This design comes from an exercise in tuning for small area and a short achievable clock period on the open sky130 flow, not from production work. No run shown here included a check of the RTL's function; only the layout flow was run. No activity file was given, so power comes from the tool's default toggle rates.

### flow/design.v
`timescale 1ns / 1ps
module full_adder(
    input a_in,
    input b_in,
    input c_in,
    output sum,
    output carry
    );
    assign sum=a_in^b_in^c_in;
    assign carry=(a_in & b_in)|(b_in & c_in)|(a_in & c_in);
endmodule
`timescale 1ns / 1ps
module genericadder(a_in, b_in, c_in, sum, carry);
    parameter width=24;
    input [width-1:0] a_in, b_in;
    input c_in;
    output [width-1:0] sum;
    output carry;
    wire[width:0] c;
    genvar i;
    assign c[0] = c_in;
    generate
    for(i=0; i<width; i=i+1)
    begin : Adder_gen
    full_adder dut(a_in[i],b_in[i],c[i],sum[i],c[i+1]);
    end
    endgenerate
    assign carry = c[width];
    endmodule
`timescale 1ns / 1ps
module multiplier(a_in, b_in, prod);
    parameter width = 12;
    input [width-1:0] a_in;
    input [width-1:0] b_in;
    output [2*width-1:0] prod;
    assign prod = a_in * b_in;
endmodule
module mac(
     input [11:0] Ain,
     input [11:0] Bin,
     input clk,reset,
     output [24:0] Mac_out
);
    reg [24:0] acc_s;
    reg [24:4] acc_c;
    wire pp0_0 = ~(Ain[0] & Bin[0]);
    wire pp0_1 = ~(Ain[0] & Bin[1]);
    wire pp0_2 = ~(Ain[0] & Bin[2]);
    wire pp0_3 = ~(Ain[0] & Bin[3]);
    wire pp0_4 = ~(Ain[0] & Bin[4]);
    wire pp0_5 = ~(Ain[0] & Bin[5]);
    wire pp0_6 = ~(Ain[0] & Bin[6]);
    wire pp0_7 = ~(Ain[0] & Bin[7]);
    wire pp0_8 = ~(Ain[0] & Bin[8]);
    wire pp0_9 = ~(Ain[0] & Bin[9]);
    wire pp0_10 = ~(Ain[0] & Bin[10]);
    wire pp0_11 = ~(Ain[0] & Bin[11]);
    wire pp1_0 = ~(Ain[1] & Bin[0]);
    wire pp1_1 = ~(Ain[1] & Bin[1]);
    wire pp1_2 = ~(Ain[1] & Bin[2]);
    wire pp1_3 = ~(Ain[1] & Bin[3]);
    wire pp1_4 = ~(Ain[1] & Bin[4]);
    wire pp1_5 = ~(Ain[1] & Bin[5]);
    wire pp1_6 = ~(Ain[1] & Bin[6]);
    wire pp1_7 = ~(Ain[1] & Bin[7]);
    wire pp1_8 = ~(Ain[1] & Bin[8]);
    wire pp1_9 = ~(Ain[1] & Bin[9]);
    wire pp1_10 = ~(Ain[1] & Bin[10]);
    wire pp1_11 = ~(Ain[1] & Bin[11]);
    wire pp2_0 = ~(Ain[2] & Bin[0]);
    wire pp2_1 = ~(Ain[2] & Bin[1]);
    wire pp2_2 = ~(Ain[2] & Bin[2]);
    wire pp2_3 = ~(Ain[2] & Bin[3]);
    wire pp2_4 = ~(Ain[2] & Bin[4]);
    wire pp2_5 = ~(Ain[2] & Bin[5]);
    wire pp2_6 = ~(Ain[2] & Bin[6]);
    wire pp2_7 = ~(Ain[2] & Bin[7]);
    wire pp2_8 = ~(Ain[2] & Bin[8]);
    wire pp2_9 = ~(Ain[2] & Bin[9]);
    wire pp2_10 = ~(Ain[2] & Bin[10]);
    wire pp2_11 = ~(Ain[2] & Bin[11]);
    wire pp3_0 = ~(Ain[3] & Bin[0]);
    wire pp3_1 = ~(Ain[3] & Bin[1]);
    wire pp3_2 = ~(Ain[3] & Bin[2]);
    wire pp3_3 = ~(Ain[3] & Bin[3]);
    wire pp3_4 = ~(Ain[3] & Bin[4]);
    wire pp3_5 = ~(Ain[3] & Bin[5]);
    wire pp3_6 = ~(Ain[3] & Bin[6]);
    wire pp3_7 = ~(Ain[3] & Bin[7]);
    wire pp3_8 = ~(Ain[3] & Bin[8]);
    wire pp3_9 = ~(Ain[3] & Bin[9]);
    wire pp3_10 = ~(Ain[3] & Bin[10]);
    wire pp3_11 = ~(Ain[3] & Bin[11]);
    wire pp4_0 = ~(Ain[4] & Bin[0]);
    wire pp4_1 = ~(Ain[4] & Bin[1]);
    wire pp4_2 = ~(Ain[4] & Bin[2]);
    wire pp4_3 = ~(Ain[4] & Bin[3]);
    wire pp4_4 = ~(Ain[4] & Bin[4]);
    wire pp4_5 = ~(Ain[4] & Bin[5]);
    wire pp4_6 = ~(Ain[4] & Bin[6]);
    wire pp4_7 = ~(Ain[4] & Bin[7]);
    wire pp4_8 = ~(Ain[4] & Bin[8]);
    wire pp4_9 = ~(Ain[4] & Bin[9]);
    wire pp4_10 = ~(Ain[4] & Bin[10]);
    wire pp4_11 = ~(Ain[4] & Bin[11]);
    wire pp5_0 = ~(Ain[5] & Bin[0]);
    wire pp5_1 = ~(Ain[5] & Bin[1]);
    wire pp5_2 = ~(Ain[5] & Bin[2]);
    wire pp5_3 = ~(Ain[5] & Bin[3]);
    wire pp5_4 = ~(Ain[5] & Bin[4]);
    wire pp5_5 = ~(Ain[5] & Bin[5]);
    wire pp5_6 = ~(Ain[5] & Bin[6]);
    wire pp5_7 = ~(Ain[5] & Bin[7]);
    wire pp5_8 = ~(Ain[5] & Bin[8]);
    wire pp5_9 = ~(Ain[5] & Bin[9]);
    wire pp5_10 = ~(Ain[5] & Bin[10]);
    wire pp5_11 = ~(Ain[5] & Bin[11]);
    wire pp6_0 = ~(Ain[6] & Bin[0]);
    wire pp6_1 = ~(Ain[6] & Bin[1]);
    wire pp6_2 = ~(Ain[6] & Bin[2]);
    wire pp6_3 = ~(Ain[6] & Bin[3]);
    wire pp6_4 = ~(Ain[6] & Bin[4]);
    wire pp6_5 = ~(Ain[6] & Bin[5]);
    wire pp6_6 = ~(Ain[6] & Bin[6]);
    wire pp6_7 = ~(Ain[6] & Bin[7]);
    wire pp6_8 = ~(Ain[6] & Bin[8]);
    wire pp6_9 = ~(Ain[6] & Bin[9]);
    wire pp6_10 = ~(Ain[6] & Bin[10]);
    wire pp6_11 = ~(Ain[6] & Bin[11]);
    wire pp7_0 = ~(Ain[7] & Bin[0]);
    wire pp7_1 = ~(Ain[7] & Bin[1]);
    wire pp7_2 = ~(Ain[7] & Bin[2]);
    wire pp7_3 = ~(Ain[7] & Bin[3]);
    wire pp7_4 = ~(Ain[7] & Bin[4]);
    wire pp7_5 = ~(Ain[7] & Bin[5]);
    wire pp7_6 = ~(Ain[7] & Bin[6]);
    wire pp7_7 = ~(Ain[7] & Bin[7]);
    wire pp7_8 = ~(Ain[7] & Bin[8]);
    wire pp7_9 = ~(Ain[7] & Bin[9]);
    wire pp7_10 = ~(Ain[7] & Bin[10]);
    wire pp7_11 = ~(Ain[7] & Bin[11]);
    wire pp8_0 = ~(Ain[8] & Bin[0]);
    wire pp8_1 = ~(Ain[8] & Bin[1]);
    wire pp8_2 = ~(Ain[8] & Bin[2]);
    wire pp8_3 = ~(Ain[8] & Bin[3]);
    wire pp8_4 = ~(Ain[8] & Bin[4]);
    wire pp8_5 = ~(Ain[8] & Bin[5]);
    wire pp8_6 = ~(Ain[8] & Bin[6]);
    wire pp8_7 = ~(Ain[8] & Bin[7]);
    wire pp8_8 = ~(Ain[8] & Bin[8]);
    wire pp8_9 = ~(Ain[8] & Bin[9]);
    wire pp8_10 = ~(Ain[8] & Bin[10]);
    wire pp8_11 = ~(Ain[8] & Bin[11]);
    wire pp9_0 = ~(Ain[9] & Bin[0]);
    wire pp9_1 = ~(Ain[9] & Bin[1]);
    wire pp9_2 = ~(Ain[9] & Bin[2]);
    wire pp9_3 = ~(Ain[9] & Bin[3]);
    wire pp9_4 = ~(Ain[9] & Bin[4]);
    wire pp9_5 = ~(Ain[9] & Bin[5]);
    wire pp9_6 = ~(Ain[9] & Bin[6]);
    wire pp9_7 = ~(Ain[9] & Bin[7]);
    wire pp9_8 = ~(Ain[9] & Bin[8]);
    wire pp9_9 = ~(Ain[9] & Bin[9]);
    wire pp9_10 = ~(Ain[9] & Bin[10]);
    wire pp9_11 = ~(Ain[9] & Bin[11]);
    wire pp10_0 = ~(Ain[10] & Bin[0]);
    wire pp10_1 = ~(Ain[10] & Bin[1]);
    wire pp10_2 = ~(Ain[10] & Bin[2]);
    wire pp10_3 = ~(Ain[10] & Bin[3]);
    wire pp10_4 = ~(Ain[10] & Bin[4]);
    wire pp10_5 = ~(Ain[10] & Bin[5]);
    wire pp10_6 = ~(Ain[10] & Bin[6]);
    wire pp10_7 = ~(Ain[10] & Bin[7]);
    wire pp10_8 = ~(Ain[10] & Bin[8]);
    wire pp10_9 = ~(Ain[10] & Bin[9]);
    wire pp10_10 = ~(Ain[10] & Bin[10]);
    wire pp10_11 = ~(Ain[10] & Bin[11]);
    wire pp11_0 = ~(Ain[11] & Bin[0]);
    wire pp11_1 = ~(Ain[11] & Bin[1]);
    wire pp11_2 = ~(Ain[11] & Bin[2]);
    wire pp11_3 = ~(Ain[11] & Bin[3]);
    wire pp11_4 = ~(Ain[11] & Bin[4]);
    wire pp11_5 = ~(Ain[11] & Bin[5]);
    wire pp11_6 = ~(Ain[11] & Bin[6]);
    wire pp11_7 = ~(Ain[11] & Bin[7]);
    wire pp11_8 = ~(Ain[11] & Bin[8]);
    wire pp11_9 = ~(Ain[11] & Bin[9]);
    wire pp11_10 = ~(Ain[11] & Bin[10]);
    wire pp11_11 = ~(Ain[11] & Bin[11]);
    wire na_s0 = ~acc_s[0];
    wire na_s1 = ~acc_s[1];
    wire na_s2 = ~acc_s[2];
    wire na_s3 = ~acc_s[3];
    wire na_s4 = ~acc_s[4];
    wire na_s5 = ~acc_s[5];
    wire na_s6 = ~acc_s[6];
    wire na_c6 = ~acc_c[6];
    wire na_s7 = ~acc_s[7];
    wire na_s8 = ~acc_s[8];
    wire na_c8 = ~acc_c[8];
    wire na_s9 = ~acc_s[9];
    wire na_c9 = ~acc_c[9];
    wire na_s10 = ~acc_s[10];
    wire na_c10 = ~acc_c[10];
    wire na_s11 = ~acc_s[11];
    wire na_c11 = ~acc_c[11];
    wire na_s12 = ~acc_s[12];
    wire na_c12 = ~acc_c[12];
    wire na_s13 = ~acc_s[13];
    wire na_c13 = ~acc_c[13];
    wire na_s14 = ~acc_s[14];
    wire na_c14 = ~acc_c[14];
    wire na_s15 = ~acc_s[15];
    wire na_c15 = ~acc_c[15];
    wire na_s16 = ~acc_s[16];
    wire na_c16 = ~acc_c[16];
    wire na_s17 = ~acc_s[17];
    wire na_c17 = ~acc_c[17];
    wire na_s18 = ~acc_s[18];
    wire na_c18 = ~acc_c[18];
    wire na_s19 = ~acc_s[19];
    wire na_c19 = ~acc_c[19];
    wire na_s20 = ~acc_s[20];
    wire na_c20 = ~acc_c[20];
    wire na_s21 = ~acc_s[21];
    wire na_s22 = ~acc_s[22];
    wire na_c22 = ~acc_c[22];
    wire na_s23 = ~acc_s[23];
    wire na_s24 = ~acc_s[24];
    wire s1, c2;
    wire s3, c4;
    wire s5, c6;
    wire s7, c8;
    wire s9, c10;
    wire s11, c12;
    wire s13, c14;
    wire s15, c16;
    wire s17, c18;
    wire s19, c20;
    wire s21, c22;
    wire s23, c24;
    wire s25, c26;
    wire s27, c28;
    wire s29, c30;
    wire s31, c32;
    wire s33, c34;
    wire s35, c36;
    wire s37, c38;
    wire s39, c40;
    wire s41, c42;
    wire s43, c44;
    wire s45, c46;
    wire s47, c48;
    wire s49, c50;
    wire s51, c52;
    wire s53, c54;
    wire s55, c56;
    wire s57, c58;
    wire s59, c60;
    wire s61, c62;
    wire s63, c64;
    wire s65, c66;
    wire s67, c68;
    wire s69, c70;
    wire s71, c72;
    wire s73, c74;
    wire s75, c76;
    wire s77, c78;
    wire s79, c80;
    wire s81, c82;
    wire s83, c84;
    wire s85, c86;
    wire s87, c88;
    wire s89, c90;
    wire s91, c92;
    wire s93, c94;
    wire s95, c96;
    wire s97, c98;
    wire s99, c100;
    wire s101, c102;
    wire s103, c104;
    wire s105, c106;
    wire s107, c108;
    wire s109, c110;
    wire s111, c112;
    wire s113, c114;
    wire s115, c116;
    wire s117, c118;
    wire s119, c120;
    wire s121, c122;
    wire s123, c124;
    wire s125, c126;
    wire s127, c128;
    wire s129, c130;
    wire s131, c132;
    wire s133, c134;
    wire s135, c136;
    wire s137, c138;
    wire s139, c140;
    wire s141, c142;
    wire s143, c144;
    wire s145, c146;
    wire s147, c148;
    wire s149, c150;
    wire s151, c152;
    wire s153, c154;
    wire s155, c156;
    wire s157, c158;
    wire s159, c160;
    wire s161, c162;
    wire s163, c164;
    wire s165, c166;
    wire s167, c168;
    wire s169, c170;
    wire s171, c172;
    wire s173, c174;
    wire s175, c176;
    wire s177, c178;
    wire s179, c180;
    wire s181, c182;
    wire s183, c184;
    wire s185, c186;
    wire s187, c188;
    wire s189, c190;
    wire s191, c192;
    wire s193, c194;
    wire s195, c196;
    wire s197, c198;
    wire s199, c200;
    wire s201, c202;
    wire s203, c204;
    wire s205, c206;
    wire s207, c208;
    wire s209, c210;
    wire s211, c212;
    wire s213, c214;
    wire s215, c216;
    wire s217, c218;
    wire s219, c220;
    wire s221, c222;
    wire s223, c224;
    wire s225, c226;
    wire s227, c228;
    wire s229, c230;
    wire s231, c232;
    wire s233, c234;
    wire s235, c236;
    wire s237, c238;
    wire s239, c240;
    wire s241, c242;
    wire s243, c244;
    wire s245, c246;
    wire s247, c248;
    wire s249, c250;
    wire s251, c252;
    wire s253, c254;
    wire s255, c256;
    wire s257, c258;
    wire s259, c260;
    wire s261, c262;
    wire s263, c264;
    wire s265, c266;
    wire s267, c268;
    wire s269, c270;
    wire s271, c272;
    wire s273, c274;
    wire s275, c276;
    wire s277, c278;
    wire s279, c280;
    wire s281, c282;
    wire s283, c284;
    wire s285, c286;
    wire s287, c288;
    wire s289, c290;
    wire s291, c292;
    wire s293, c294;
    wire s295, c296;
    wire s297, c298;
    wire s299, c300;
    wire s301, c302;
    wire s303, c304;
    wire s305, c306;
    wire s307, c308;
    wire s309, c310;
    wire s311, c312;
    wire s313, c314;
    xor2m h0s (acc_s[0], pp0_0, s1);
    nand3m h0c (acc_s[0], Ain[0], Bin[0], c2);
    xor2m h1s (acc_s[1], pp0_1, s3);
    nand3m h1c (acc_s[1], Ain[0], Bin[1], c4);
    full_adder f2 (pp1_0, s3, c2, s5, c6);
    xor2m h3s (acc_s[2], pp0_2, s7);
    nand3m h3c (acc_s[2], Ain[0], Bin[2], c8);
    full_adder f4 (pp1_1, pp2_0, s7, s9, c10);
    full_adder f5 (c4, s9, c6, s11, c12);
    xor2m h6s (acc_s[3], pp0_3, s13);
    nand3m h6c (acc_s[3], Ain[0], Bin[3], c14);
    full_adder f7 (pp1_2, pp2_1, pp3_0, s15, c16);
    full_adder f8 (s13, c8, s15, s17, c18);
    full_adder f9 (c10, s17, c12, s19, c20);
    xor2m h10s (acc_s[4], pp0_4, s21);
    nand3m h10c (acc_s[4], Ain[0], Bin[4], c22);
    full_adder f11 (pp1_3, pp2_2, pp3_1, s23, c24);
    full_adder f12 (pp4_0, s21, c14, s25, c26);
    full_adder f13 (c16, s23, s25, s27, c28);
    full_adder f14 (c18, s27, c20, s29, c30);
    xor2m h15s (acc_s[5], pp0_5, s31);
    nand3m h15c (acc_s[5], Ain[0], Bin[5], c32);
    full_adder f16 (pp1_4, pp2_3, pp3_2, s33, c34);
    full_adder f17 (pp4_1, pp5_0, s31, s35, c36);
    full_adder f18 (c22, c24, s33, s37, c38);
    full_adder f19 (s35, c26, s37, s39, c40);
    full_adder f20 (c28, s39, c30, s41, c42);
    xnor2m h21s (acc_s[6], acc_c[6], s43);
    nand2m h21c (acc_s[6], acc_c[6], c44);
    full_adder f22 (s43, pp0_6, pp1_5, s45, c46);
    full_adder f23 (pp2_4, pp3_3, pp4_2, s47, c48);
    full_adder f24 (pp5_1, pp6_0, c32, s49, c50);
    full_adder f25 (c34, s45, s47, s51, c52);
    full_adder f26 (c36, s49, c38, s53, c54);
    full_adder f27 (s51, c40, s53, s55, c56);
    xor2m h28s (acc_s[7], c44, s57);
    ornm h28c (c44, acc_s[7], c58);
    full_adder f29 (s57, pp0_7, pp1_6, s59, c60);
    full_adder f30 (pp2_5, pp3_4, pp4_3, s61, c62);
    full_adder f31 (pp5_2, pp6_1, pp7_0, s63, c64);
    full_adder f32 (c46, c48, s59, s65, c66);
    full_adder f33 (s61, s63, c50, s67, c68);
    full_adder f34 (c52, s65, s67, s69, c70);
    full_adder f35 (c54, s69, c56, s71, c72);
    xnor2m h36s (acc_s[8], acc_c[8], s73);
    nand2m h36c (acc_s[8], acc_c[8], c74);
    full_adder f37 (s73, c58, pp0_8, s75, c76);
    full_adder f38 (pp1_7, pp2_6, pp3_5, s77, c78);
    full_adder f39 (pp4_4, pp5_3, pp6_2, s79, c80);
    full_adder f40 (pp7_1, pp8_0, c60, s81, c82);
    full_adder f41 (c62, c64, s75, s83, c84);
    full_adder f42 (s77, s79, s81, s85, c86);
    full_adder f43 (c66, s83, c68, s87, c88);
    full_adder f44 (s85, c70, s87, s89, c90);
    xnor2m h45s (acc_s[9], acc_c[9], s91);
    nand2m h45c (acc_s[9], acc_c[9], c92);
    full_adder f46 (s91, c74, pp0_9, s93, c94);
    full_adder f47 (pp1_8, pp2_7, pp3_6, s95, c96);
    full_adder f48 (pp4_5, pp5_4, pp6_3, s97, c98);
    full_adder f49 (pp7_2, pp8_1, pp9_0, s99, c100);
    full_adder f50 (c76, c78, c80, s101, c102);
    full_adder f51 (s93, s95, s97, s103, c104);
    full_adder f52 (s99, c82, c84, s105, c106);
    full_adder f53 (s101, s103, c86, s107, c108);
    full_adder f54 (s105, c88, s107, s109, c110);
    xnor2m h55s (acc_s[10], acc_c[10], s111);
    nand2m h55c (acc_s[10], acc_c[10], c112);
    full_adder f56 (s111, c92, pp0_10, s113, c114);
    full_adder f57 (pp1_9, pp2_8, pp3_7, s115, c116);
    full_adder f58 (pp4_6, pp5_5, pp6_4, s117, c118);
    full_adder f59 (pp7_3, pp8_2, pp9_1, s119, c120);
    full_adder f60 (pp10_0, c94, c96, s121, c122);
    full_adder f61 (c98, c100, s113, s123, c124);
    full_adder f62 (s115, s117, s119, s125, c126);
    full_adder f63 (c102, s121, c104, s127, c128);
    full_adder f64 (s123, s125, c106, s129, c130);
    full_adder f65 (s127, c108, s129, s131, c132);
    xnor2m h66s (acc_s[11], acc_c[11], s133);
    nand2m h66c (acc_s[11], acc_c[11], c134);
    full_adder f67 (s133, c112, pp0_11, s135, c136);
    full_adder f68 (pp1_10, pp2_9, pp3_8, s137, c138);
    full_adder f69 (pp4_7, pp5_6, pp6_5, s139, c140);
    full_adder f70 (pp7_4, pp8_3, pp9_2, s141, c142);
    full_adder f71 (pp10_1, pp11_0, c114, s143, c144);
    full_adder f72 (c116, c118, c120, s145, c146);
    full_adder f73 (s135, s137, s139, s147, c148);
    full_adder f74 (s141, c122, c124, s149, c150);
    full_adder f75 (s143, c126, s145, s151, c152);
    full_adder f76 (s147, c128, s149, s153, c154);
    full_adder f77 (s151, c130, s153, s155, c156);
    xnor2m h78s (acc_s[12], acc_c[12], s157);
    nand2m h78c (acc_s[12], acc_c[12], c158);
    full_adder f79 (s157, c134, pp1_11, s159, c160);
    full_adder f80 (pp2_10, pp3_9, pp4_8, s161, c162);
    full_adder f81 (pp5_7, pp6_6, pp7_5, s163, c164);
    full_adder f82 (pp8_4, pp9_3, pp10_2, s165, c166);
    full_adder f83 (pp11_1, c136, c138, s167, c168);
    full_adder f84 (c140, c142, s159, s169, c170);
    full_adder f85 (s161, s163, s165, s171, c172);
    full_adder f86 (c144, c146, s167, s173, c174);
    full_adder f87 (c148, s169, s171, s175, c176);
    full_adder f88 (c150, c152, s173, s177, c178);
    full_adder f89 (s175, c154, s177, s179, c180);
    full_adder f90 (na_s13, na_c13, c158, s181, c182);
    full_adder f91 (s181, pp2_11, pp3_10, s183, c184);
    full_adder f92 (pp4_9, pp5_8, pp6_7, s185, c186);
    full_adder f93 (pp7_6, pp8_5, pp9_4, s187, c188);
    full_adder f94 (pp10_3, pp11_2, c160, s189, c190);
    full_adder f95 (c162, c164, c166, s191, c192);
    full_adder f96 (s183, s185, s187, s193, c194);
    full_adder f97 (c168, c170, s189, s195, c196);
    full_adder f98 (c172, s191, s193, s197, c198);
    full_adder f99 (c174, s195, c176, s199, c200);
    full_adder f100 (s197, c178, s199, s201, c202);
    full_adder f101 (na_s14, na_c14, c182, s203, c204);
    full_adder f102 (s203, pp3_11, pp4_10, s205, c206);
    full_adder f103 (pp5_9, pp6_8, pp7_7, s207, c208);
    full_adder f104 (pp8_6, pp9_5, pp10_4, s209, c210);
    full_adder f105 (pp11_3, c184, c186, s211, c212);
    full_adder f106 (c188, s205, s207, s213, c214);
    full_adder f107 (s209, c190, c192, s215, c216);
    full_adder f108 (s211, c194, s213, s217, c218);
    full_adder f109 (c196, s215, c198, s219, c220);
    full_adder f110 (s217, c200, s219, s221, c222);
    full_adder f111 (na_s15, na_c15, c204, s223, c224);
    full_adder f112 (s223, pp4_11, pp5_10, s225, c226);
    full_adder f113 (pp6_9, pp7_8, pp8_7, s227, c228);
    full_adder f114 (pp9_6, pp10_5, pp11_4, s229, c230);
    full_adder f115 (c206, c208, c210, s231, c232);
    full_adder f116 (s225, s227, s229, s233, c234);
    full_adder f117 (c212, c214, s231, s235, c236);
    full_adder f118 (s233, c216, c218, s237, c238);
    full_adder f119 (s235, c220, s237, s239, c240);
    full_adder f120 (na_s16, na_c16, c224, s241, c242);
    full_adder f121 (pp5_11, pp6_10, pp7_9, s243, c244);
    full_adder f122 (pp8_8, pp9_7, pp10_6, s245, c246);
    full_adder f123 (pp11_5, s241, c226, s247, c248);
    full_adder f124 (c228, c230, s243, s249, c250);
    full_adder f125 (s245, c232, s247, s251, c252);
    full_adder f126 (c234, s249, c236, s253, c254);
    full_adder f127 (s251, s253, c238, s255, c256);
    full_adder f128 (na_s17, na_c17, pp6_11, s257, c258);
    full_adder f129 (pp7_10, pp8_9, pp9_8, s259, c260);
    full_adder f130 (pp10_7, pp11_6, c242, s261, c262);
    full_adder f131 (c244, c246, s257, s263, c264);
    full_adder f132 (s259, s261, c248, s265, c266);
    full_adder f133 (c250, s263, c252, s267, c268);
    full_adder f134 (s265, c254, s267, s269, c270);
    full_adder f135 (na_s18, na_c18, pp7_11, s271, c272);
    full_adder f136 (pp8_10, pp9_9, pp10_8, s273, c274);
    full_adder f137 (pp11_7, c258, c260, s275, c276);
    full_adder f138 (c262, s271, s273, s277, c278);
    full_adder f139 (c264, s275, s277, s279, c280);
    full_adder f140 (c266, s279, c268, s281, c282);
    full_adder f141 (na_s19, na_c19, pp8_11, s283, c284);
    full_adder f142 (pp9_10, pp10_9, pp11_8, s285, c286);
    full_adder f143 (c272, c274, s283, s287, c288);
    full_adder f144 (s285, c276, c278, s289, c290);
    full_adder f145 (s287, c280, s289, s291, c292);
    full_adder f146 (na_s20, na_c20, pp9_11, s293, c294);
    full_adder f147 (pp10_10, pp11_9, c284, s295, c296);
    full_adder f148 (c286, s293, c288, s297, c298);
    full_adder f149 (s295, c290, s297, s299, c300);
    full_adder f150 (na_s21, pp10_11, pp11_10, s301, c302);
    full_adder f151 (c294, s301, c296, s303, c304);
    full_adder f152 (c298, s303, c300, s305, c306);
    full_adder f153 (na_s22, na_c22, pp11_11, s307, c308);
    full_adder f154 (c302, s307, c304, s309, c310);
    full_adder f155 (na_s23, c308, c310, s311, c312);
    xor2m h156s (acc_s[24], c312, s313);
    ornm h156c (c312, acc_s[24], c314);
    wire [24:0] ns = {s313, s311, s309, s305, c292, s291, c270, c256, c240, c222, c202, c180, c156, c132, c110, c90, s89, s71, s55, s41, s29, s19, s11, s5, s1};
    wire [24:4] nc = {1'b1, 1'b1, c306, 1'b1, s299, c282, s281, s269, s255, s239, s221, s201, s179, s155, s131, s109, c72, 1'b1, c42, 1'b1, 1'b1};
    always @(posedge clk) begin
        acc_s <= ~(ns | {25{reset}});
        acc_c <= ~(nc | {21{reset}});
    end
    out_adder oa (acc_s, {acc_c[22], acc_c[20], acc_c[19], acc_c[18], acc_c[17], acc_c[16], acc_c[15], acc_c[14], acc_c[13], acc_c[12], acc_c[11], acc_c[10], acc_c[9], acc_c[8], acc_c[6]}, Mac_out);
endmodule
module out_adder(input [24:0] s, input [14:0] c, output [24:0] y);
    assign y[0] = s[0];
    assign y[1] = s[1];
    assign y[2] = s[2];
    assign y[3] = s[3];
    assign y[4] = s[4];
    assign y[5] = s[5];
    wire g6_6 = s[6] & c[0];
    wire p6_6 = s[6] ^ c[0];
    wire g7_7 = 1'b0;
    wire p7_7 = s[7];
    wire g8_8 = s[8] & c[1];
    wire p8_8 = s[8] ^ c[1];
    wire g9_9 = s[9] & c[2];
    wire p9_9 = s[9] ^ c[2];
    wire g10_10 = s[10] & c[3];
    wire p10_10 = s[10] ^ c[3];
    wire g11_11 = s[11] & c[4];
    wire p11_11 = s[11] ^ c[4];
    wire g12_12 = s[12] & c[5];
    wire p12_12 = s[12] ^ c[5];
    wire g13_13 = s[13] & c[6];
    wire p13_13 = s[13] ^ c[6];
    wire g14_14 = s[14] & c[7];
    wire p14_14 = s[14] ^ c[7];
    wire g15_15 = s[15] & c[8];
    wire p15_15 = s[15] ^ c[8];
    wire g16_16 = s[16] & c[9];
    wire p16_16 = s[16] ^ c[9];
    wire g17_17 = s[17] & c[10];
    wire p17_17 = s[17] ^ c[10];
    wire g18_18 = s[18] & c[11];
    wire p18_18 = s[18] ^ c[11];
    wire g19_19 = s[19] & c[12];
    wire p19_19 = s[19] ^ c[12];
    wire g20_20 = s[20] & c[13];
    wire p20_20 = s[20] ^ c[13];
    wire g21_21 = 1'b0;
    wire p21_21 = s[21];
    wire g22_22 = s[22] & c[14];
    wire p22_22 = s[22] ^ c[14];
    wire g23_23 = 1'b0;
    wire p23_23 = s[23];
    wire g24_24 = 1'b0;
    wire p24_24 = s[24];
    wire g7_6 = g7_7 | (p7_7 & g6_6);
    wire g9_8 = g9_9 | (p9_9 & g8_8);
    wire p9_8 = p9_9 & p8_8;
    wire g11_10 = g11_11 | (p11_11 & g10_10);
    wire p11_10 = p11_11 & p10_10;
    wire g13_12 = g13_13 | (p13_13 & g12_12);
    wire p13_12 = p13_13 & p12_12;
    wire g15_14 = g15_15 | (p15_15 & g14_14);
    wire p15_14 = p15_15 & p14_14;
    wire g17_16 = g17_17 | (p17_17 & g16_16);
    wire p17_16 = p17_17 & p16_16;
    wire g19_18 = g19_19 | (p19_19 & g18_18);
    wire p19_18 = p19_19 & p18_18;
    wire g21_20 = g21_21 | (p21_21 & g20_20);
    wire p21_20 = p21_21 & p20_20;
    wire g23_22 = g23_23 | (p23_23 & g22_22);
    wire p23_22 = p23_23 & p22_22;
    wire g9_6 = g9_8 | (p9_8 & g7_6);
    wire g13_10 = g13_12 | (p13_12 & g11_10);
    wire p13_10 = p13_12 & p11_10;
    wire g17_14 = g17_16 | (p17_16 & g15_14);
    wire p17_14 = p17_16 & p15_14;
    wire g21_18 = g21_20 | (p21_20 & g19_18);
    wire p21_18 = p21_20 & p19_18;
    wire g13_6 = g13_10 | (p13_10 & g9_6);
    wire g21_14 = g21_18 | (p21_18 & g17_14);
    wire p21_14 = p21_18 & p17_14;
    wire g21_6 = g21_14 | (p21_14 & g13_6);
    wire g17_6 = g17_14 | (p17_14 & g13_6);
    wire g11_6 = g11_10 | (p11_10 & g9_6);
    wire g15_6 = g15_14 | (p15_14 & g13_6);
    wire g19_6 = g19_18 | (p19_18 & g17_6);
    wire g23_6 = g23_22 | (p23_22 & g21_6);
    wire g8_6 = g8_8 | (p8_8 & g7_6);
    wire g10_6 = g10_10 | (p10_10 & g9_6);
    wire g12_6 = g12_12 | (p12_12 & g11_6);
    wire g14_6 = g14_14 | (p14_14 & g13_6);
    wire g16_6 = g16_16 | (p16_16 & g15_6);
    wire g18_6 = g18_18 | (p18_18 & g17_6);
    wire g20_6 = g20_20 | (p20_20 & g19_6);
    wire g22_6 = g22_22 | (p22_22 & g21_6);
    wire g24_6 = g24_24 | (p24_24 & g23_6);
    assign y[6] = p6_6;
    assign y[7] = p7_7 ^ g6_6;
    assign y[8] = p8_8 ^ g7_6;
    assign y[9] = p9_9 ^ g8_6;
    assign y[10] = p10_10 ^ g9_6;
    assign y[11] = p11_11 ^ g10_6;
    assign y[12] = p12_12 ^ g11_6;
    assign y[13] = p13_13 ^ g12_6;
    assign y[14] = p14_14 ^ g13_6;
    assign y[15] = p15_15 ^ g14_6;
    assign y[16] = p16_16 ^ g15_6;
    assign y[17] = p17_17 ^ g16_6;
    assign y[18] = p18_18 ^ g17_6;
    assign y[19] = p19_19 ^ g18_6;
    assign y[20] = p20_20 ^ g19_6;
    assign y[21] = p21_21 ^ g20_6;
    assign y[22] = p22_22 ^ g21_6;
    assign y[23] = p23_23 ^ g22_6;
    assign y[24] = p24_24 ^ g23_6;
endmodule
module fa_fast(input a, input b, input c, output sum, output carry);
    wire ab;
    xor2m x1 (a, b, ab);
    xor2m x2 (ab, c, sum);
    maj3m m1 (a, b, c, carry);
endmodule
module xor2m(input a, input b, output y);
    assign y = a ^ b;
endmodule
module xnor2m(input a, input b, output y);
    assign y = ~(a ^ b);
endmodule
module or2m(input a, input b, output y);
    assign y = a | b;
endmodule
module nand2m(input a, input b, output y);
    assign y = ~(a & b);
endmodule
module nand3m(input a, input b, input c, output y);
    assign y = ~(a & b & c);
endmodule
module ornm(input a, input bn, output y);
    assign y = a | ~bn;
endmodule
module maj3m(input a, input b, input c, output y);
    assign y = (a & b) | (a & c) | (b & c);
endmodule
### flow/flow/run.sh
#!/bin/bash
# The standard layout (the standard.sh, standard synthesis unchanged), with
# two options: the port buffers are buf_2 cells, and the setup repair aims at
# a slack margin of 7.25 ns.  ORFS keeps each step's log in orfs/logs; the make
# output goes to standard.log.
set -o pipefail
bash standard.sh BUFFER_PORTS_ARGS="-buffer_cell sky130_fd_sc_hd__buf_2" SETUP_SLACK_MARGIN=7.25 finish > standard.log 2>&1
### flow/standard.sh
#!/bin/bash
# synth_recipe.tcl (not shown) runs the flow's synth.tcl, then flattens the netlist and writes it again
# the make line also repeats each setting of config.mk as NAME=value (left out here)
make -C /OpenROAD-flow-scripts/flow DESIGN_CONFIG=/design/flow/config.mk WORK_HOME=/design/flow/orfs CLKGATE_MAP_FILE= SYNTH_SCRIPT=/design/flow/synth_recipe.tcl "${@:-finish}"
### flow/config.mk
export PLATFORM = sky130hd
export DESIGN_NAME = mac
export DESIGN_NICKNAME = mac
export VERILOG_FILES = /design/flow/design.v
export SDC_FILE = /design/flow/constraint.sdc
export NUM_CORES = 4
export LEC_CHECK = 0
export CAP_MARGIN = 20
export CORE_MARGIN = 2
export CORE_UTILIZATION = 60
export CTS_BUF_LIST = sky130_fd_sc_hd__clkbuf_4 sky130_fd_sc_hd__clkbuf_8
export SLEW_MARGIN = 20
export SYNTH_HIERARCHICAL = 1
### flow/constraint.sdc
create_clock -name core_clock -period 12.5 [get_ports {clk}]
set_input_delay 2.5000 -clock core_clock [delete_from_list [all_inputs] [get_ports {clk}]]
set_output_delay 2.5000 -clock core_clock [all_outputs]
set_load 0.01 [all_outputs]
==> impl_metrics.csv, run 1 <==
group,metric,value,unit
run_status,outcome,"finished clean",
global_routing,grt_max_degree,41,
synth,syn-num-nets,722,
power_and_ir_drop,comb_power_share,0.743,
critical_path,crit_path_start,"acc_c[2]",
clocking,clk_pin_slew,0.09,ns
critical_path,crit_top_cell,"ha_4",
placed_design,gp_congestion,0.848,
timing,timing.hold.ws,0.548,ns
timing,rsz0062_at_grt,"yes",
clocking,cts_buffer_depth,2,
critical_path,cpPeakStageDelay,0.35,ns
min_path,hp-class,"flip-flop to flip-flop",
placed_design,portBuffers,50,
timing,post-route-period-util,0.419,
synth,synth-seq-area-share,0.144,
critical_path,cp-end-kind,"output pin",
timing,tightest_slew,0.821,ns
route,avgRoutedWirePerCell,18.6,um
clocking,cts_tree,"done",
timing,final.setup.worst_slack,7.27,ns
timing,max_slew_margin,0.453,
clocking,h-tree-depth,2,
timing,final_hold_viol_count,0,
critical_path,crit_chain,"ha_4 -> ha_4 -> a211o_4 -> a211oi_4 -> o31ai_4 -> a31oi_4 -> o21ai_1 -> fa_2 -> xor2_1 -> buf_2",
global_routing,grt_pass1_wl,21.2,mm
critical_path,crit_slowest_cell,"fa_2",
power_and_ir_drop,switchingPower,0.631,mW
floorplanning,ios,51,
global_routing,grt-ovfl-total,0,
synth,synthArstFlopShare,0,
route,drt-vias-per-instance,5.60,
timing,tns,0,ns
route,vias,3735,
cells_and_area,areaGrowthSynthToFinish,8.26,%
power_and_ir_drop,pwr-share-seq,0.174,
critical_path,cp_max_fo,3,
cells_and_area,drive_gt1_frac,0.147,
route,wirelength,12.4,mm
clocking,cts_root_buf,"clkbuf_8",
synth,syn_area_per_cell,10.5,sq um
power_and_ir_drop,power_density,224,nW/um^2
synth,netlist_instances,529,
synth,synth_edf_count,0,
placed_design,dp_worst_setup_slack,6.92,ns
timing,finClkSkew,0.00773,ns
global_routing,grt_pass1_vias,4254,
route,dr.pass1.iters,4,
cells_and_area,antennaDiodeCount,0,
synth,synth_cell_types,30,
synth,synth_seq_cells,40,
clocking,cts_buffers,5,
global_routing,antenna_found_initial,0,
placed_design,hpwl,10.0,mm
critical_path,worstSetupStartpointType,"flip-flop",
timing,final.min_clock_period,5.23,ns
critical_path,r2r_slack,7.99,ns
timing,setup-violations-final,0,
floorplanning,die_h,100,um
cells_and_area,fin_util,0.659,
synth,ys_warn_count,7,
timing,slew_viol_final,0,
critical_path,cp.required,10.00,ns
floorplanning,die_w,100,um
clocking,cts.sinks,40,
floorplanning,design.core.area,9110,sq um
global_routing,grtUsageTotal,0.282,
power_and_ir_drop,swShare,0.469,
timing,fmax,191,MHz
power_and_ir_drop,max-vdd-ir-drop,0.115,mV
critical_path,path_class,"flip-flop to output pin",
cells_and_area,finalNetCount,748,
floorplanning,fp.dieArea,10000,sq um
critical_path,critPathArrivalTime,2.73,ns
route,ant_nets,0,
critical_path,r2r_start,"acc_c[8]",
synth,syn-cell-area,5550,sq um
route,drc,0,
critical_path,endpoint,"Mac_out[21]",
flow_run,maxCapViolations,0,
route,initialDrtViolationCount,112,
synth,synth_flop_cell,"dfxtp_1",
critical_path,r2r-end,"acc_s[21]",
power_and_ir_drop,power_frac_clock,0.084,
power_and_ir_drop,p_leak,2.28,nW
critical_path,r2r_cells,11,
floorplanning,rows,35,
min_path,hp-start,"acc_s[0]",
power_and_ir_drop,p_int,0.714,mW
floorplanning,start_util,0.609,
clocking,clock_latency,0.30,ns
==> cell usage in the layout, fill, tap and decap left out, types with 2 or more instances in the layout <==
cell and count:
a21o_2 3, nand2_1 156, xnor2_1 9, nor2_1 42, dfxtp_1 36, a21oi_1 4, nand2b_1 2, ha_1 13
buf_2 31, xor2_1 13, nand3_1 7, dfxtp_2 4, ha_4 3, clkbuf_4 17, fa_1 148, buf_4 6
fa_2 3, clkbuf_8 5, inv_1 33
==> logic make-up after synthesis <==
kind of cell    after synthesis  synth area share
flops                        40             0.144
buf+inv                      69            0.0623
fa+ha+maj                   167             0.581
compound gates               22            0.0314
xor+xnor                     22            0.0347
simple gates                209             0.146
==> synth_stat cells (2+ instances only) <==
master | number | share of area
a21o_2 | 3 | 0.0047
a21oi_1 | 4 | 0.0036
a31oi_1 | 2 | 0.0023
buf_2 | 24 | 0.022
buf_4 | 7 | 0.0095
buf_6 | 4 | 0.0081
dfxtp_1 | 40 | 0.14
fa_1 | 151 | 0.55
ha_1 | 16 | 0.036
inv_1 | 34 | 0.023
nand2_1 | 156 | 0.11
nand2b_1 | 2 | 0.0023
nand3_1 | 7 | 0.0063
nor2_1 | 42 | 0.028
o21ai_0 | 2 | 0.0018
xnor2_1 | 9 | 0.014
xor2_1 | 13 | 0.021
==> metal layers <==
| metal | wire, um | up-vias | share of wire | GRT usage |
|---|---|---|---|---|
| li1 | - | 1636 | - | - |
| met1 | 4570 | 1932 | 0.37 | 0.365 |
| met2 | 6680 | 131 | 0.54 | 0.489 |
| met3 | 703 | 36 | 0.057 | 0.0355 |
| met4 | 445 | 0 | 0.036 | 0.110 |
| met5 | 0 | - | 0 | 0 |
==> flip-flops by register name, indices dropped and copies added (netlist names) <==
register  cells
acc_c        15
acc_s        25
==> timing repair <==
item,4_1_cts,5_1_grt
gates resized for setup,17,22
pin swaps,3,0
hold buffers,0,0
endpoints found under the setup margin,6,11
setup buffers,4,0
==> cell type report <==
| type | count | area (sq um) |
|---|---|---|
| repair buffers | 54 | 332 |
| inverters | 34 | 128 |
| clock buffers | 6 | 76.3 |
| multi-input cells | 420 | 4490 |
| flip-flops and latches | 40 | 806 |
| fillers | 765 | 3100 |
| well taps | 111 | 139 |
| clock inverters | 2 | 35.0 |
==> Yosys stat by module (local to each module, per instance) <==
module	cells	flops+latches	cell area, sq um
nand3m	1	0	5.00
xnor2m	1	0	8.76
xor2m	1	0	8.76
full_adder	1	0	20.0
ornm	1	0	6.26
out_adder	87	0	771
mac	272	40	1730
nand2m	1	0	3.75
==> stage by stage <==
stage               instance area [sq um]  power (mW)  cells
floorplan                            5550       0.967    529
global placement                     5720        1.20    655
detailed placement                   5720        1.22    655
CTS                                  5930        1.37    667
global route                         6000        1.53    667
finish                               6000        1.34    667
==> worst min path at each step <==
stage | end | slack [ns] | cells past startpoint
floorplan | acc_s[0] | 0.50 | 2
global placement | acc_s[0] | 0.52 | 2
detailed placement | acc_s[0] | 0.53 | 2
CTS | acc_s[0] | 0.56 | 2
global route | acc_s[0] | 0.59 | 2
finish | acc_s[0] | 0.55 | 2
==> critical path: cells and delay by family, from the launching register on <==
family          cells  cell delay, ns
compound gates      5            1.11
fa+ha+maj           3            0.67
flops               1            0.34
xor+xnor            1            0.16
buf+inv             1            0.14
==> power by group through the flow <==
stage               clock network [mW]  registers [mW]  logic [mW]
floorplan                            0           0.221       0.747
global placement                     0           0.233       0.964
detailed placement                   0           0.234       0.983
CTS                              0.117           0.232        1.02
global route                     0.123           0.241        1.16
finish                           0.112           0.233       0.999
==> inputs of run 2 (changes only) <==
==> flow/flow/run.sh (replaced) <==
#!/bin/bash
# The standard layout (the standard.sh, standard synthesis unchanged), with
# two options: the port buffers are buf_1 cells, and the setup repair aims at
# a slack margin of 7.25 ns.  ORFS keeps each step's log in orfs/logs; the make
# output goes to standard.log.
set -o pipefail
bash standard.sh BUFFER_PORTS_ARGS="-buffer_cell sky130_fd_sc_hd__buf_1" SETUP_SLACK_MARGIN=7.25 finish > standard.log 2>&1
==> impl_metrics.csv, run 2 <==
group,metric,value,unit
timing,setup-violations-final,0,
clocking,cts_tree,"done",
route,ant_nets,0,
global_routing,grtUsageTotal,0.285,
global_routing,grt_pass1_wl,21.4,mm
placed_design,placed_area,5660,sq um
floorplanning,rows,35,
clocking,cts_buffer_depth,2,
synth,yosysMostFrequentCell,"nand2_1",
timing,final_hold_viol_count,0,
cells_and_area,final_common_cell,"nand2_1",
floorplanning,fp.dieArea,10000,sq um
power_and_ir_drop,p_int,0.706,mW
synth,synth-seq-area-share,0.144,
timing,tightest_slew,0.913,ns
synth,synth_common_cells,"156 x nand2_1, 151 x fa_1, 42 x nor2_1, 40 x dfxtp_1, 34 x inv_1",
cells_and_area,antennaDiodeCount,0,
critical_path,cp-end-kind,"output pin",
floorplanning,die_w,100,um
min_path,hp-class,"flip-flop to flip-flop",
cells_and_area,fin_cells,667,
power_and_ir_drop,p_leak,2.22,nW
cells_and_area,drive_gt1_frac,0.113,
critical_path,cp.required,10.00,ns
cells_and_area,final_cell_mix,"155 x nand2_1, 148 x fa_1, 42 x nor2_1, 36 x dfxtp_1, 34 x inv_1",
placed_design,portBuffers,50,
route,dr.pass1.iters,4,
route,drt-vias-per-instance,5.58,
synth,yosys.area.top_type,"fa_1",
critical_path,critPathArrivalTime,2.71,ns
clocking,cts_buffers,5,
min_path,hp-start,"acc_s[0]",
placed_design,hpwl,10.2,mm
synth,ys_warn_count,7,
synth,synth_top_cells_by_area,"fa_1 55%, dfxtp_1 14%, nand2_1 11%",
power_and_ir_drop,switchingPower,0.636,mW
floorplanning,design.core.area,9110,sq um
timing,final.min_clock_period,5.21,ns
critical_path,r2r_cells,11,
run_status,outcome,"finished clean",
timing,rsz0062_at_grt,"yes",
power_and_ir_drop,power_frac_clock,0.084,
critical_path,r2r_start,"acc_c[8]",
power_and_ir_drop,comb_power_share,0.739,
synth,synth_edf_count,0,
floorplanning,start_util,0.609,
power_and_ir_drop,max-vdd-ir-drop,0.145,mV
route,avgRoutedWirePerCell,19.1,um
synth,synth_cell_types,30,
critical_path,path_class,"flip-flop to output pin",
global_routing,grt-ovfl-total,0,
synth,syn-num-nets,722,
critical_path,r2r_slack,7.96,ns
synth,synth_top_area_share,0.545,
clocking,clk_pin_slew,0.09,ns
cells_and_area,areaGrowthSynthToFinish,7.71,%
clocking,clock_latency,0.30,ns
timing,finClkSkew,0.00461,ns
global_routing,antenna_found_initial,0,
placed_design,dp_cells,655,
placed_design,gp_congestion,0.858,
clocking,cts.sinks,40,
critical_path,endpoint,"Mac_out[18]",
cells_and_area,regMostFlops,"acc_s",
critical_path,cp_max_fo,2,
floorplanning,ios,51,
synth,synth_seq_cells,40,
cells_and_area,fin_util,0.656,
critical_path,worstSetupStartpointType,"flip-flop",
timing,post-route-period-util,0.417,
route,drc,0,
cells_and_area,multi_input_area,4480,sq um
timing,slew_viol_final,0,
power_and_ir_drop,pwr-share-seq,0.176,
synth,syn_area_per_cell,10.5,sq um
synth,syn-cell-area,5550,sq um
critical_path,r2r-end,"acc_s[21]",
cells_and_area,n_fill_cell,765,
floorplanning,die_h,100,um
route,wirelength,12.8,mm
critical_path,crit_path_start,"acc_c[2]",
clocking,h-tree-depth,2,
synth,synthArstFlopShare,0,
cells_and_area,finalNetCount,748,
cells_and_area,postLayoutCellArea,5970,sq um
timing,tns,0,ns
min_path,whs_path_depth,2,
power_and_ir_drop,power_density,225,nW/um^2
global_routing,grt_pass1_vias,4130,
power_and_ir_drop,swShare,0.474,
cells_and_area,largest_reg_flops,25,
timing,fmax,192,MHz
cells_and_area,seqCellArea,808,sq um
flow_run,maxCapViolations,0,
timing,max_slew_margin,0.391,
global_routing,grt_max_degree,41,
synth,netlist_instances,529,
route,vias,3720,
clocking,cts_root_buf,"clkbuf_8",
synth,synth_flop_cell,"dfxtp_1",
route,initialDrtViolationCount,143,
cells_and_area,largestRegisters,"acc_s x25, acc_c x15",
-- run 2: worst max-delay path, stage by stage (launching register included) --
cell      delay, ns
dfxtp_4        0.37
ha_4           0.16
ha_4           0.16
a211o_4        0.34
a211oi_4       0.31
o31ai_2        0.14
a31oi_2        0.19
inv_1          0.10
fa_2           0.54
buf_6          0.10
-- run 2: routing by layer --
metal | vias to the layer above | wire length [um] | GRT usage
li1 | 1636 | - | -
met1 | 1926 | 4790 | 0.371
met2 | 127 | 6830 | 0.496
met3 | 31 | 700 | 0.0376
met4 | 0 | 444 | 0.102
met5 | - | 0 | 0
-- run 2: modules after synthesis (local to each module, per instance) --
| module | cells inside | flip-flops and latches | times used | area (sq um) |
|---|---|---|---|---|
| full_adder | 1 | 0 | 143 | 20.0 |
| mac | 272 | 40 | 1 | 1730 |
| nand2m | 1 | 0 | 6 | 3.75 |
| nand3m | 1 | 0 | 6 | 5.00 |
| ornm | 1 | 0 | 1 | 6.26 |
| out_adder | 87 | 0 | 1 | 771 |
| xnor2m | 1 | 0 | 6 | 8.76 |
| xor2m | 1 | 0 | 8 | 8.76 |
-- run 2: layout make-up --
class / instances / area share
inverter: 34 / 0.0214
timing repair buffer: 54 / 0.0511
multi-input combinational: 420 / 0.750
clock inverter: 2 / 0.00586
clock buffer: 6 / 0.0128
sequential: 40 / 0.135
tap: 111 / 0.0232
-- run 2: how the worst min path moves through the flow --
stage | slack [ns] | endpoint
floorplan | 0.50 | acc_s[0]
global placement | 0.52 | acc_s[0]
detailed placement | 0.54 | acc_s[0]
CTS | 0.56 | acc_s[0]
global route | 0.59 | acc_s[0]
finish | 0.56 | acc_s[0]
-- run 2: cells by family (layout without fill, tap and decap cells) --
group / Yosys count / after routing / synth area share
AND/OR/NAND/NOR: 209 / 209 / 0.146
flip-flops: 40 / 40 / 0.144
XOR/XNOR: 22 / 22 / 0.0347
AO/OA/AOI/OAI: 22 / 22 / 0.0314
adder cells (fa/ha/maj): 167 / 167 / 0.581
buffers and inverters: 69 / 96 / 0.0623
-- run 2: what timing repair did --
item | in CTS | in global routing
hold buffers | 0 | 0
pin swaps | 4 | 1
setup endpoints to repair | 29 | 11
setup buffers | 4 | 0
endpoints found under the hold margin | 0 | 0
gates resized for setup | 49 | 22
-- run 2: power by group through the flow --
stage | Clock [mW] | Sequential (mW) | Combinational [mW]
after detailed placement | 0 | 0.235 | 0.970
after global routing | 0.121 | 0.242 | 1.16
after floorplan | 0 | 0.221 | 0.747
after CTS | 0.117 | 0.237 | 1.01
final | 0.113 | 0.236 | 0.992
after global placement | 0 | 0.233 | 0.958
-- run 2: metrics by stage --
step / power (mW) / hold slack (ns) / setup slack (ns)
3_3_place_gp: 1.19 / 0.519 / 6.52
3_5_place_dp: 1.21 / 0.539 / 6.54
5_1_grt: 1.52 / 0.594 / 7.18
6_report: 1.34 / 0.556 / 7.29
2_1_floorplan: 0.967 / 0.500 / 7.28
4_1_cts: 1.36 / 0.564 / 7.24
==> inputs of run 3 (changes only) <==
--- a/flow/design.v
+++ b/flow/design.v
@@ -609,47 +609,115 @@
     wire g24_24 = 1'b0;
     wire p24_24 = s[24];
     wire g7_6 = g7_7 | (p7_7 & g6_6);
+    wire g8_7 = g8_8 | (p8_8 & g7_7);
+    wire p8_7 = p8_8 & p7_7;
     wire g9_8 = g9_9 | (p9_9 & g8_8);
     wire p9_8 = p9_9 & p8_8;
+    wire g10_9 = g10_10 | (p10_10 & g9_9);
+    wire p10_9 = p10_10 & p9_9;
     wire g11_10 = g11_11 | (p11_11 & g10_10);
     wire p11_10 = p11_11 & p10_10;
+    wire g12_11 = g12_12 | (p12_12 & g11_11);
+    wire p12_11 = p12_12 & p11_11;
     wire g13_12 = g13_13 | (p13_13 & g12_12);
     wire p13_12 = p13_13 & p12_12;
+    wire g14_13 = g14_14 | (p14_14 & g13_13);
+    wire p14_13 = p14_14 & p13_13;
     wire g15_14 = g15_15 | (p15_15 & g14_14);
     wire p15_14 = p15_15 & p14_14;
+    wire g16_15 = g16_16 | (p16_16 & g15_15);
+    wire p16_15 = p16_16 & p15_15;
     wire g17_16 = g17_17 | (p17_17 & g16_16);
     wire p17_16 = p17_17 & p16_16;
+    wire g18_17 = g18_18 | (p18_18 & g17_17);
+    wire p18_17 = p18_18 & p17_17;
     wire g19_18 = g19_19 | (p19_19 & g18_18);
     wire p19_18 = p19_19 & p18_18;
+    wire g20_19 = g20_20 | (p20_20 & g19_19);
+    wire p20_19 = p20_20 & p19_19;
     wire g21_20 = g21_21 | (p21_21 & g20_20);
     wire p21_20 = p21_21 & p20_20;
+    wire g22_21 = g22_22 | (p22_22 & g21_21);
+    wire p22_21 = p22_22 & p21_21;
     wire g23_22 = g23_23 | (p23_23 & g22_22);
     wire p23_22 = p23_23 & p22_22;
+    wire g24_23 = g24_24 | (p24_24 & g23_23);
+    wire p24_23 = p24_24 & p23_23;
+    wire g8_6 = g8_7 | (p8_7 & g6_6);
     wire g9_6 = g9_8 | (p9_8 & g7_6);
+    wire g10_7 = g10_9 | (p10_9 & g8_7);
+    wire p10_7 = p10_9 & p8_7;
+    wire g11_8 = g11_10 | (p11_10 & g9_8);
+    wire p11_8 = p11_10 & p9_8;
+    wire g12_9 = g12_11 | (p12_11 & g10_9);
+    wire p12_9 = p12_11 & p10_9;
     wire g13_10 = g13_12 | (p13_12 & g11_10);
     wire p13_10 = p13_12 & p11_10;
+    wire g14_11 = g14_13 | (p14_13 & g12_11);
+    wire p14_11 = p14_13 & p12_11;
+    wire g15_12 = g15_14 | (p15_14 & g13_12);
+    wire p15_12 = p15_14 & p13_12;
+    wire g16_13 = g16_15 | (p16_15 & g14_13);
+    wire p16_13 = p16_15 & p14_13;
     wire g17_14 = g17_16 | (p17_16 & g15_14);
     wire p17_14 = p17_16 & p15_14;
+    wire g18_15 = g18_17 | (p18_17 & g16_15);
+    wire p18_15 = p18_17 & p16_15;
+    wire g19_16 = g19_18 | (p19_18 & g17_16);
+    wire p19_16 = p19_18 & p17_16;
+    wire g20_17 = g20_19 | (p20_19 & g18_17);
+    wire p20_17 = p20_19 & p18_17;
     wire g21_18 = g21_20 | (p21_20 & g19_18);
     wire p21_18 = p21_20 & p19_18;
+    wire g22_19 = g22_21 | (p22_21 & g20_19);
+    wire p22_19 = p22_21 & p20_19;
+    wire g23_20 = g23_22 | (p23_22 & g21_20);
+    wire p23_20 = p23_22 & p21_20;
+    wire g24_21 = g24_23 | (p24_23 & g22_21);
+    wire p24_21 = p24_23 & p22_21;
+    wire g10_6 = g10_7 | (p10_7 & g6_6);
+    wire g11_6 = g11_8 | (p11_8 & g7_6);
+    wire g12_6 = g12_9 | (p12_9 & g8_6);
     wire g13_6 = g13_10 | (p13_10 & g9_6);
+    wire g14_7 = g14_11 | (p14_11 & g10_7);
+    wire p14_7 = p14_11 & p10_7;
+    wire g15_8 = g15_12 | (p15_12 & g11_8);
+    wire p15_8 = p15_12 & p11_8;
+    wire g16_9 = g16_13 | (p16_13 & g12_9);
+    wire p16_9 = p16_13 & p12_9;
+    wire g17_10 = g17_14 | (p17_14 & g13_10);
+    wire p17_10 = p17_14 & p13_10;
+    wire g18_11 = g18_15 | (p18_15 & g14_11);
+    wire p18_11 = p18_15 & p14_11;
+    wire g19_12 = g19_16 | (p19_16 & g15_12);
+    wire p19_12 = p19_16 & p15_12;
+    wire g20_13 = g20_17 | (p20_17 & g16_13);
+    wire p20_13 = p20_17 & p16_13;
     wire g21_14 = g21_18 | (p21_18 & g17_14);
     wire p21_14 = p21_18 & p17_14;
+    wire g22_15 = g22_19 | (p22_19 & g18_15);
+    wire p22_15 = p22_19 & p18_15;
+    wire g23_16 = g23_20 | (p23_20 & g19_16);
+    wire p23_16 = p23_20 & p19_16;
+    wire g24_17 = g24_21 | (p24_21 & g20_17);
+    wire p24_17 = p24_21 & p20_17;
+    wire g14_6 = g14_7 | (p14_7 & g6_6);
+    wire g15_6 = g15_8 | (p15_8 & g7_6);
+    wire g16_6 = g16_9 | (p16_9 & g8_6);
+    wire g17_6 = g17_10 | (p17_10 & g9_6);
+    wire g18_6 = g18_11 | (p18_11 & g10_6);
+    wire g19_6 = g19_12 | (p19_12 & g11_6);
+    wire g20_6 = g20_13 | (p20_13 & g12_6);
     wire g21_6 = g21_14 | (p21_14 & g13_6);
-    wire g17_6 = g17_14 | (p17_14 & g13_6);
-    wire g11_6 = g11_10 | (p11_10 & g9_6);
-    wire g15_6 = g15_14 | (p15_14 & g13_6);
-    wire g19_6 = g19_18 | (p19_18 & g17_6);
-    wire g23_6 = g23_22 | (p23_22 & g21_6);
-    wire g8_6 = g8_8 | (p8_8 & g7_6);
-    wire g10_6 = g10_10 | (p10_10 & g9_6);
-    wire g12_6 = g12_12 | (p12_12 & g11_6);
-    wire g14_6 = g14_14 | (p14_14 & g13_6);
-    wire g16_6 = g16_16 | (p16_16 & g15_6);
-    wire g18_6 = g18_18 | (p18_18 & g17_6);
-    wire g20_6 = g20_20 | (p20_20 & g19_6);
-    wire g22_6 = g22_22 | (p22_22 & g21_6);
-    wire g24_6 = g24_24 | (p24_24 & g23_6);
+    wire g22_7 = g22_15 | (p22_15 & g14_7);
+    wire p22_7 = p22_15 & p14_7;
+    wire g23_8 = g23_16 | (p23_16 & g15_8);
+    wire p23_8 = p23_16 & p15_8;
+    wire g24_9 = g24_17 | (p24_17 & g16_9);
+    wire p24_9 = p24_17 & p16_9;
+    wire g22_6 = g22_7 | (p22_7 & g6_6);
+    wire g23_6 = g23_8 | (p23_8 & g7_6);
+    wire g24_6 = g24_9 | (p24_9 & g8_6);
     assign y[6] = p6_6;
     assign y[7] = p7_7 ^ g6_6;
     assign y[8] = p8_8 ^ g7_6;
==> flow/flow/run.sh (replaced) <==
#!/bin/bash
# The standard layout (the standard.sh, standard synthesis unchanged), with
# two options: the port buffers are buf_2 cells, and the setup repair aims at
# a slack margin of 7.25 ns.  ORFS keeps each step's log in orfs/logs; the make
# output goes to standard.log.
set -o pipefail
bash standard.sh BUFFER_PORTS_ARGS="-buffer_cell sky130_fd_sc_hd__buf_2" SETUP_SLACK_MARGIN=7.25 finish > standard.log 2>&1
==> impl_metrics.csv, run 3 <==
group,metric,value,unit
min_path,whs_path_depth,2,
route,drc,0,
route,initialDrtViolationCount,288,
clocking,cts_resized,0,
power_and_ir_drop,totalPowerFinal,1.43,mW
cells_and_area,final_cell_mix,"162 x nand2_1, 143 x fa_1, 54 x nor2_1, 40 x dfxtp_1, 39 x buf_2",
synth,syn-cell-area,5820,sq um
timing,slew_viol_final,0,
synth,synth_seq_cells,40,
critical_path,path_buf_inv,1,
critical_path,cp_top_family,"adder cells",
critical_path,r2r_start,"acc_c[8]",
global_routing,grt-ovfl-total,0,
critical_path,r2r-end,"acc_s[21]",
timing,final.min_clock_period,5.19,ns
critical_path,path_class,"input pin to flip-flop",
power_and_ir_drop,max-vdd-ir-drop,0.163,mV
clocking,cts_root_buf,"clkbuf_8",
clocking,cts_setup_buffers,0,
cells_and_area,largestRegisters,"acc_s x25, acc_c x15",
critical_path,r2r_slack,8.04,ns
critical_path,crit_top_cell,"fa_1",
synth,synth_cell_types,50,
synth,synthArstFlopShare,0,
critical_path,critPathArrivalTime,5.35,ns
power_and_ir_drop,power_density,232,nW/um^2
route,wl_met2,7.24,mm
clocking,cts_tree,"done",
min_path,hp-start,"acc_s[24]",
cells_and_area,antennaDiodeCount,0,
critical_path,crit_chain,"buf_2 -> nand2_1 -> fa_1 -> fa_1 -> fa_1 -> fa_1 -> fa_1 -> nor2_1",
floorplanning,ios,51,
clocking,cts_buffers,5,
clocking,clk_pin_slew,0.09,ns
critical_path,cp.required,12.66,ns
run_status,outcome,"finished clean",
synth,ys_warn_count,7,
timing,tightest_slew,0.784,ns
cells_and_area,drive_gt1_frac,0.112,
placed_design,placed_area,5990,sq um
route,wirelength,13.5,mm
cells_and_area,seqCellArea,801,sq um
timing,post-route-period-util,0.415,
global_routing,grtUsageTotal,0.283,
clocking,h-tree-depth,2,
placed_design,dp_cells,728,
synth,synth_edf_count,0,
critical_path,cp-end-kind,"flip-flop",
cells_and_area,n_fill_cell,771,
route,vias,4244,
floorplanning,start_util,0.624,
synth,synth_top_area_share,0.492,
timing,finClkSkew,0.0141,ns
timing,setup-violations-final,0,
synth,syn-num-nets,773,
critical_path,worstSetupStartpointType,"input pin",
route,drt-vias-per-instance,5.77,
global_routing,grt_pass1_vias,4422,
floorplanning,rows,35,
synth,synth_common_cells,"162 x nand2_1, 143 x fa_1, 54 x nor2_1, 40 x dfxtp_1, 25 x buf_2",
critical_path,r2r_cells,11,
floorplanning,fp.dieArea,10500,sq um
timing,tns,0,ns
clocking,cts.sinks,40,
placed_design,hpwl,11.0,mm
floorplanning,die_w,103,um
synth,netlist_instances,588,
route,dr.pass1.iters,7,
cells_and_area,final_common_cell,"nand2_1",
synth,syn_area_per_cell,9.90,sq um
flow_run,maxCapViolations,0,
synth,yosysMostFrequentCell,"nand2_1",
cells_and_area,largest_reg_flops,25,
clocking,cts_hold_buffers,0,
synth,synth_top_cells_by_area,"fa_1 49%, dfxtp_1 14%, nand2_1 10%",
route,top_layer_used,"met4",
timing,fmax,193,MHz
placed_design,gp_congestion,0.866,
critical_path,crit_slowest_cell,"fa_1",
synth,synth_flop_cell,"dfxtp_1",
floorplanning,design.core.area,9330,sq um
route,ant_nets,0,
clocking,clock_latency,0.30,ns
timing,max_slew_margin,0.477,
synth,yosys.area.top_type,"fa_1",
min_path,hp-class,"flip-flop to flip-flop",
cells_and_area,areaGrowthSynthToFinish,5.37,%
cells_and_area,multi_input_area,4690,sq um
timing,final_hold_viol_count,0,
route,met3_length,817,um
global_routing,grt_max_degree,41,
global_routing,antenna_found_initial,0,
cells_and_area,regMostFlops,"acc_s",
placed_design,portBuffers,50,
route,avgRoutedWirePerCell,18.4,um
clocking,cts_buffer_depth,2,
critical_path,cp_max_fo,12,
synth,synth-seq-area-share,0.138,
floorplanning,die_h,103,um
cells_and_area,postLayoutCellArea,6140,sq um
cells_and_area,finalNetCount,791,
power_and_ir_drop,p_leak,2.28,nW
timing,rsz0062_at_grt,"no",
min_path,whs_endpoint,"acc_s[24]",
cells_and_area,fin_cells,736,
route,m1WireLength,5.14,mm
critical_path,crit_path_start,"Bin[9]",
global_routing,grt_pass1_wl,22.4,mm
critical_path,cpPeakStageDelay,0.55,ns
[run 3: modules after synthesis, one instance, submodules excluded, a selection]
module	cell area, sq um	flops+latches
mac	1730	40
out_adder	1050	0
xnor2m	8.76	0
xor2m	8.76	0
ornm	6.26	0
nand3m	5.00	0
nand2m	3.75	0
[run 3: layout make-up]
type | instances | share of cell area
sequential | 40 | 0.131
inverter | 24 | 0.0147
timing repair buffer | 50 | 0.0453
clock buffer | 5 | 0.0112
clock inverter | 3 | 0.00754
multi-input combinational | 485 | 0.764
tap | 129 | 0.0263
[run 3: worst max path at each step]
stage | end | slack (ns) | cells after the start
after global placement | acc_c[8] | 6.97 | 8
after global routing | acc_c[9] | 7.25 | 8
after detailed placement | acc_c[8] | 6.96 | 8
final | acc_c[8] | 7.31 | 8
after floorplan | acc_c[9] | 7.28 | 8
after CTS | acc_c[8] | 7.29 | 8
[run 3: through the flow]
stage | hold slack [ns] | setup WS, ns | utilization
finish | 0.537 | 7.31 | 0.658
detailed placement | 0.526 | 6.96 | 0.643
floorplan | 0.496 | 7.28 | -
global placement | 0.512 | 6.97 | 0.643
global route | 0.579 | 7.25 | 0.658
CTS | 0.546 | 7.29 | 0.655
[run 3: report_power, final]
group	total, mW	switching [mW]	leakage (nW)	internal [mW]
registers	0.224	0.0403	0.332	0.184
clock network	0.113	0.0528	0.0548	0.0603
logic	1.09	0.600	1.89	0.489
total	1.43	0.693	2.28	0.733
[run 3: cells by family after synthesis]
family | Yosys count | share of synthesized area
AO/OA/AOI/OAI | 47 | 0.0606
XOR/XNOR | 25 | 0.0376
adder cells (fa/ha/maj) | 159 | 0.526
buffers and inverters | 63 | 0.0569
flip-flops | 40 | 0.138
multiplexers | 1 | 0.00172
AND/OR/NAND/NOR | 253 | 0.180
[run 3: tightest hold or removal path: stages, from the launching register on]
cell and delay, ns:
dfxtp_1 0.36, xor2_1 0.07, nor2_1 0.07
[run 3: metal layers]
layer	vias up	GRT usage
met2	174	0.488
met1	2170	0.383
met3	27	0.0319
li1	1873	-
met4	0	0.0851
met5	-	0

[port drivers added, routing unchanged]
In the flow no input, the clock included, has a driving cell. The finished layouts below were timed again as built, in two steps.
Step 1, drivers: a clkbuf_16 drives clk and a buf_2 each remaining input, both assumed.
Step 2 times the ports against the registers' clock, not the clock port: input delays grow and output delays shrink by t, the midpoint of the rising clock arrivals with the driver on.
a / b / c = no drivers / after step 1 / after step 2; a / b = the first two.
run | t, ns | setup slack, ns | worst slew at a driven data input, ns
run 1 | 0.334 | 7.267 / 7.233 / 7.014 | 0.04
run 2 | 0.338 | 7.288 / 7.253 / 7.020 | 0.03
run 3 | 0.333 | 7.314 / 7.327 / 6.994 | 0.04
After both steps setup and hold are still met in every run listed. The setup slack of run 3, which loses most, moves by +0.013 ns with the drivers and by -0.320 ns with both steps.
